What follows belongs to an exercise in optimizing a design on an open flow for small area; a production flow would make more cautious choices.
RTL that was checked went through simulation tests only; none was proved equivalent to the original.
The clock port is modelled as an ideal driver, which makes a skipped or thinned clock tree look cheaper than it is; a real chip needs a root buffer or a tree.
Power is estimated from default activity; no workload was simulated.

==> module saat, before the edit <==
module saat
 # (
    parameter BIR_SANIYE = 12_000,
    parameter [10:0] T_CMP = 11'b01111001111,
    parameter [13:0] Z_CMP = 14'b11100111111111,
    parameter [4:0]  R_CMP = 5'b01111
   )
   (
    input sys_clk,
    input rst_n,
    input button_1,
    input button_2,
    output [2:0] led,
    output [7:0] segment,
    output [3:0] digit
   );
localparam CC_END = BIR_SANIYE / 600;
localparam RC_END = BIR_SANIYE / 1000;
function [13:0] lfsr;
  input integer w;
  input integer n;
  integer i;
  reg fb;
  begin
    lfsr = 0;
    for (i = 0; i < n; i = i + 1) begin
      case (w)
        5:  fb = ~(lfsr[4] ^ lfsr[1]);
        11: fb = ~(lfsr[10] ^ lfsr[9]);
        default: fb = ~(lfsr[13] ^ lfsr[12] ^ lfsr[11] ^ lfsr[1]);
      endcase
      lfsr = {lfsr[12:0], fb} & ((14'd1 << w) - 1);
    end
  end
endfunction
localparam [10:0] T_OVF = lfsr(11, 60 * (CC_END + 1));
localparam [10:0] T_ONE = (CC_END > 0) ? 11'd1 : 11'd0;
localparam [13:0] Z_END = lfsr(14, BIR_SANIYE);
localparam [4:0]  R_END = lfsr(5, 2 * RC_END + 1);
localparam [4:0]  R_REF = lfsr(5, RC_END);
reg [10:0] t;
reg [13:0] z;
reg [4:0]  r;
reg [2:0]  mt;
reg [3:0]  mu;
reg [1:0]  ht;
reg [3:0]  hu;
reg [3:0]  c;
reg [1:0]  p;
reg        l;
wire b1 = ~button_1;
wire b2 = ~button_2;
wire both = b1 & b2;
wire any = b1 | b2;
wire s_ovf = ((t & T_CMP) == (T_OVF & T_CMP));
wire z_end = ((z & Z_CMP) == (Z_END & Z_CMP));
wire m_ovf = mt[2] & mt[1];
wire h_ovf = ht[1] & hu[2];
wire m_btn = b2 & z_end;
wire h_btn = b1 & z_end;
wire m_inc = m_btn | (~m_ovf & s_ovf);
wire m_clr = ~m_btn & (m_ovf | (both & ~s_ovf));
wire h_inc = h_btn | (~h_ovf & m_ovf);
wire h_clr = ~h_btn & (h_ovf | (both & ~m_ovf));
wire init = (c == 4'd15);
wire refresh = ((r & R_CMP) == (R_REF & R_CMP));
wire t_fb = ~(t[10] ^ t[9]);
wire z_fb = ~(z[13] ^ z[12] ^ z[11] ^ z[1]);
wire r_fb = ~(r[4] ^ r[1]);
reg [10:0] t_n;
reg [13:0] z_n;
reg [4:0]  r_n;
reg [2:0]  mt_n;
reg [3:0]  mu_n;
reg [1:0]  ht_n;
reg [3:0]  hu_n;
reg [3:0]  c_n;
reg [1:0]  p_n;
always @* begin
  if (both) t_n = 0;
  else if (s_ovf) t_n = T_ONE;
  else t_n = {t[9:0], t_fb};
  z_n = z;
  if (any) begin
    if (z_end) z_n = 0;
    else z_n = {z[12:0], z_fb};
  end
  if (r == R_END) r_n = 0;
  else r_n = {r[3:0], r_fb};
  mt_n = mt; mu_n = mu;
  if (m_clr) begin
    mt_n = 0; mu_n = 0;
  end else if (m_inc) begin
    if (mu == 4'd9) begin mu_n = 0; mt_n = mt + 1'b1; end
    else mu_n = mu + 1'b1;
  end
  ht_n = ht; hu_n = hu;
  if (h_clr) begin
    ht_n = 0; hu_n = 0;
  end else if (h_inc) begin
    if (hu == 4'd9) begin hu_n = 0; ht_n = ht + 1'b1; end
    else hu_n = hu + 1'b1;
  end
  p_n = p; c_n = c;
  if (refresh) begin
    if (init) c_n = 4'd14;
    else begin
      p_n = p + 1'b1;
      case (p)
        2'd0: c_n = mu;
        2'd1: if (~m_ovf) c_n = {1'b0, mt};
        2'd2: c_n = hu;
        2'd3: c_n = {2'b00, ht};
      endcase
    end
  end
end
always @(posedge sys_clk) begin
  if (!rst_n) begin
    t <= 0; z <= 0; r <= 0;
    mt <= 0; mu <= 0; ht <= 0; hu <= 0;
    c <= 4'd15; p <= 0;
    l <= 1'b0;
  end else begin
    t <= t_n; z <= z_n; r <= r_n;
    mt <= mt_n; mu <= mu_n; ht <= ht_n; hu <= hu_n;
    c <= c_n; p <= p_n;
    l <= ~any;
  end
end
assign led = {3{l}};
assign digit = init ? 4'b1111 : ~(4'b0001 << p);
localparam [15:0] SA = 16'b0000_1111_1110_1101;
localparam [15:0] SB = 16'b0001_1111_1001_1111;
localparam [15:0] SC = 16'b0011_0011_1111_1011;
localparam [15:0] SD = 16'b0011_0011_0110_1101;
localparam [15:0] SE = 16'b0000_0101_0100_0101;
localparam [15:0] SF = 16'b0011_0011_0111_0001;
localparam [15:0] SG = 16'b0011_1111_0111_1100;
assign segment = {~digit[3], SG[c], SF[c], SE[c], SD[c], SC[c], SB[c], SA[c]};
endmodule
clock: 10.0 ns
lec_check: 0
cap_margin: 20
core_margin: 2
core_utilization: 40
slew_margin: 20
standard.sh (not shown) runs the stock make flow with config.mk's settings and CLKGATE_MAP_FILE= SYNTH_SCRIPT=/design/flow/synth_recipe.tcl, a recipe that flattens the netlist after the stock synthesis.
==> flow/flow/run.sh <==
#!/bin/bash
# Own layout flow: the standard synthesis, then the combinational logic between
# the registers re-mapped by ABC for area (registers, their names and cells
# untouched; the smallest of several ABC scripts is kept), then the standard
# layout from floorplan to finish, with buf_1 port buffers and no CTS dummy
# loads.
set -euo pipefail
cd "$(dirname "$0")/.."
W=$(pwd)
R=$W/orfs/results/$FLOW_PLATFORM/saat/base
YOSYS=$FLOW_HOME/../tools/install/yosys/bin/yosys
LIB=$FLOW_HOME/platforms/$FLOW_PLATFORM/lib/sky130_fd_sc_hd__tt_025C_1v80.lib

bash standard.sh synth > "$W/flow_synth.log" 2>&1
cp "$R/1_2_yosys.v" "$W/std_synth.v"

DONT_USE=$(sed -n '/^export DONT_USE_CELLS/,/^$/p' "$FLOW_HOME/platforms/$FLOW_PLATFORM/config.mk" \
  | tr ' \\' '\n\n' | grep '^sky130_fd_sc_hd__' | sed 's/^/-dont_use /' | tr '\n' ' ')

remap() {
  local n=$1 s=$2
  cat > "$W/remap_$n.ys" <<EOY
read_liberty -ignore_miss_func $LIB
read_verilog $W/std_synth.v
hierarchy -top $FLOW_TOP
setattr -mod -set keep_hierarchy 1 sky130_fd_sc_hd__dfxtp_1 sky130_fd_sc_hd__conb_1
flatten
select $FLOW_TOP
rename -hide w:*.*
opt
abc -liberty $LIB $DONT_USE -script $W/$s
opt_clean -purge
hilomap -singleton -hicell sky130_fd_sc_hd__conb_1 HI -locell sky130_fd_sc_hd__conb_1 LO
insbuf -buf sky130_fd_sc_hd__buf_1 A X
splitnets
opt_clean -purge
tee -o $W/remap_$n.stat stat -liberty $LIB
write_verilog -noattr -noexpr -nohex -nodec -selected $W/remap_$n.v
EOY
  "$YOSYS" -s "$W/remap_$n.ys" > "$W/remap_$n.log" 2>&1 || true
}

pids=()
for s in flow/abc_*.script; do
  remap "$(basename "$s" .script)" "$s" &
  pids+=($!)
  if (( ${#pids[@]} >= 4 )); then wait "${pids[0]}"; pids=("${pids[@]:1}"); fi
done
wait

best=""
best_area=""
for st in "$W"/remap_*.stat; do
  n=$(basename "$st" .stat); n=${n#remap_}
  a=$(grep "Chip area" "$st" | awk '{print $NF}') || continue
  [[ -n "$a" ]] || continue
  echo "$n $a" >> "$W/remap_areas.txt"
  if [[ -z "$best" ]] || awk "BEGIN{exit !($a < $best_area)}"; then
    best=$n; best_area=$a
  fi
done

if [[ -n "$best" ]]; then
  cp "$W/remap_$best.v" "$R/1_2_yosys.v"
  rm -f "$R/1_synth.odb" "$R/1_synth.sdc"
fi
echo "chosen: ${best:-standard} ${best_area}" >> "$W/remap_areas.txt"

bash standard.sh "BUFFER_PORTS_ARGS=-buffer_cell sky130_fd_sc_hd__buf_1" \
  "CTS_ARGS=-sink_clustering_enable -repair_clock_nets -dont_use_dummy_load" \
  "POST_CTS_TCL=$W/flow/post_cts.tcl" "FLOW_CLK_PORT=sys_clk" \
  finish > "$W/flow_layout.log" 2>&1
Other scripts of this flow, unchanged in this note and not shown: flow/flow/abc_a.script, flow/flow/abc_b.script, flow/flow/abc_n1.script, flow/flow/abc_n10.script, flow/flow/abc_n11.script, flow/flow/abc_n12.script, flow/flow/abc_n2.script, flow/flow/abc_n3.script, flow/flow/abc_n4.script, flow/flow/abc_n5.script, flow/flow/abc_n6.script, flow/flow/abc_n7.script, flow/flow/abc_n8.script, flow/flow/abc_n9.script, flow/flow/post_cts.tcl
Change:
--- a/flow/design.v
+++ b/flow/design.v
@@ -44,12 +44,13 @@
 reg [2:0]  mt;
 reg [3:0]  mu;
 reg [1:0]  ht;
 reg [3:0]  hu;
 reg [3:0]  c;
 reg [1:0]  p;
+reg        init;
 reg        l;
 wire b1 = ~button_1;
 wire b2 = ~button_2;
 wire both = b1 & b2;
 wire any = b1 | b2;
 wire s_ovf = ((t & T_CMP) == (T_OVF & T_CMP));
@@ -59,13 +60,12 @@
 wire m_btn = b2 & z_end;
 wire h_btn = b1 & z_end;
 wire m_inc = m_btn | (~m_ovf & s_ovf);
 wire m_clr = ~m_btn & (m_ovf | (both & ~s_ovf));
 wire h_inc = h_btn | (~h_ovf & m_ovf);
 wire h_clr = ~h_btn & (h_ovf | (both & ~m_ovf));
-wire init = (c == 4'd15);
 wire refresh = ((r & R_CMP) == (R_REF & R_CMP));
 wire t_fb = ~(t[10] ^ t[9]);
 wire z_fb = ~(z[13] ^ z[12] ^ z[11] ^ z[1]);
 wire r_fb = ~(r[4] ^ r[1]);
 reg [10:0] t_n;
 reg [13:0] z_n;
@@ -73,12 +73,13 @@
 reg [2:0]  mt_n;
 reg [3:0]  mu_n;
 reg [1:0]  ht_n;
 reg [3:0]  hu_n;
 reg [3:0]  c_n;
 reg [1:0]  p_n;
+reg        i_n;
 always @* begin
   if (both) t_n = 0;
   else if (s_ovf) t_n = T_ONE;
   else t_n = {t[9:0], t_fb};
   z_n = z;
   if (any) begin
@@ -98,16 +99,16 @@
   if (h_clr) begin
     ht_n = 0; hu_n = 0;
   end else if (h_inc) begin
     if (hu == 4'd9) begin hu_n = 0; ht_n = ht + 1'b1; end
     else hu_n = hu + 1'b1;
   end
-  p_n = p; c_n = c;
+  i_n = init; p_n = p; c_n = c;
   if (refresh) begin
-    if (init) c_n = 4'd14;
-    else begin
+    i_n = 1'b0;
+    if (!init) begin
       p_n = p + 1'b1;
       case (p)
         2'd0: c_n = mu;
         2'd1: if (~m_ovf) c_n = {1'b0, mt};
         2'd2: c_n = hu;
         2'd3: c_n = {2'b00, ht};
@@ -116,26 +117,26 @@
   end
 end
 always @(posedge sys_clk) begin
   if (!rst_n) begin
     t <= 0; z <= 0; r <= 0;
     mt <= 0; mu <= 0; ht <= 0; hu <= 0;
-    c <= 4'd15; p <= 0;
+    c <= 4'd15; p <= 0; init <= 1'b1;
     l <= 1'b0;
   end else begin
     t <= t_n; z <= z_n; r <= r_n;
     mt <= mt_n; mu <= mu_n; ht <= ht_n; hu <= hu_n;
-    c <= c_n; p <= p_n;
+    c <= c_n; p <= p_n; init <= i_n;
     l <= ~any;
   end
 end
 assign led = {3{l}};
 assign digit = init ? 4'b1111 : ~(4'b0001 << p);
 localparam [15:0] SA = 16'b0000_1111_1110_1101;
 localparam [15:0] SB = 16'b0001_1111_1001_1111;
 localparam [15:0] SC = 16'b0011_0011_1111_1011;
-localparam [15:0] SD = 16'b0011_0011_0110_1101;
-localparam [15:0] SE = 16'b0000_0101_0100_0101;
-localparam [15:0] SF = 16'b0011_0011_0111_0001;
-localparam [15:0] SG = 16'b0011_1111_0111_1100;
+localparam [15:0] SD = 16'b0110_0111_0110_1101;
+localparam [15:0] SE = 16'b0100_0101_0100_0101;
+localparam [15:0] SF = 16'b0111_0111_0111_0001;
+localparam [15:0] SG = 16'b0111_1111_0111_1100;
 assign segment = {~digit[3], SG[c], SF[c], SE[c], SD[c], SC[c], SB[c], SA[c]};
 endmodule
Result: The changed run went through all stages and came out clean; die area decreases by 0.37%; wire length increases by about 0.7%; register-to-register slack got worse by 160 ps; utilization decreases by 0.16 points; total power increases by about 1.3%; clock-buffer cell count stays the same; hold slack got worse by 5.3 ps; final cell count decreases by about 2.2%; via count decreases by 3.9%; clock power increases by about 0.5%.
The RTL of the first run of this note was laid out without a check of its function.

## separate check: timing with driven ports
How much do the figures lean on ideal ports? The routed layouts below were timed once more, with nothing changed but the port constraints. Step 1 (the two cells are an assumption about what drives the block):
set clk [get_ports {sys_clk}]
set_driving_cell -lib_cell sky130_fd_sc_hd__clkbuf_16 $clk
set_driving_cell -lib_cell sky130_fd_sc_hd__buf_2 [delete_from_list [all_inputs] $clk]
Step 2, shift: input delay + t, output delay - t, t = (earliest + latest rising clock arrival at the registers) / 2. This alone moves slack from input paths to output paths. Slacks: no drivers / after step 1 / after step 2; pairs: no drivers / after step 1.
| run | shift t [ns] | slack for setup (ns) | slew at the worst register clock pin (ns) | cell pins on the clock port's net |
|---|---|---|---|---|
| the first run | 0.189 | 6.315 / 6.340 / 6.151 | 0.08 / 0.08 | 4 |
| the second run | 0.187 | 6.412 / 6.432 / 6.245 | 0.09 / 0.09 | 4 |
After both steps setup and hold are still met in every run listed. For the second run, which loses most, drivers alone change the setup slack by +0.020 ns; drivers and shift together by -0.167 ns.
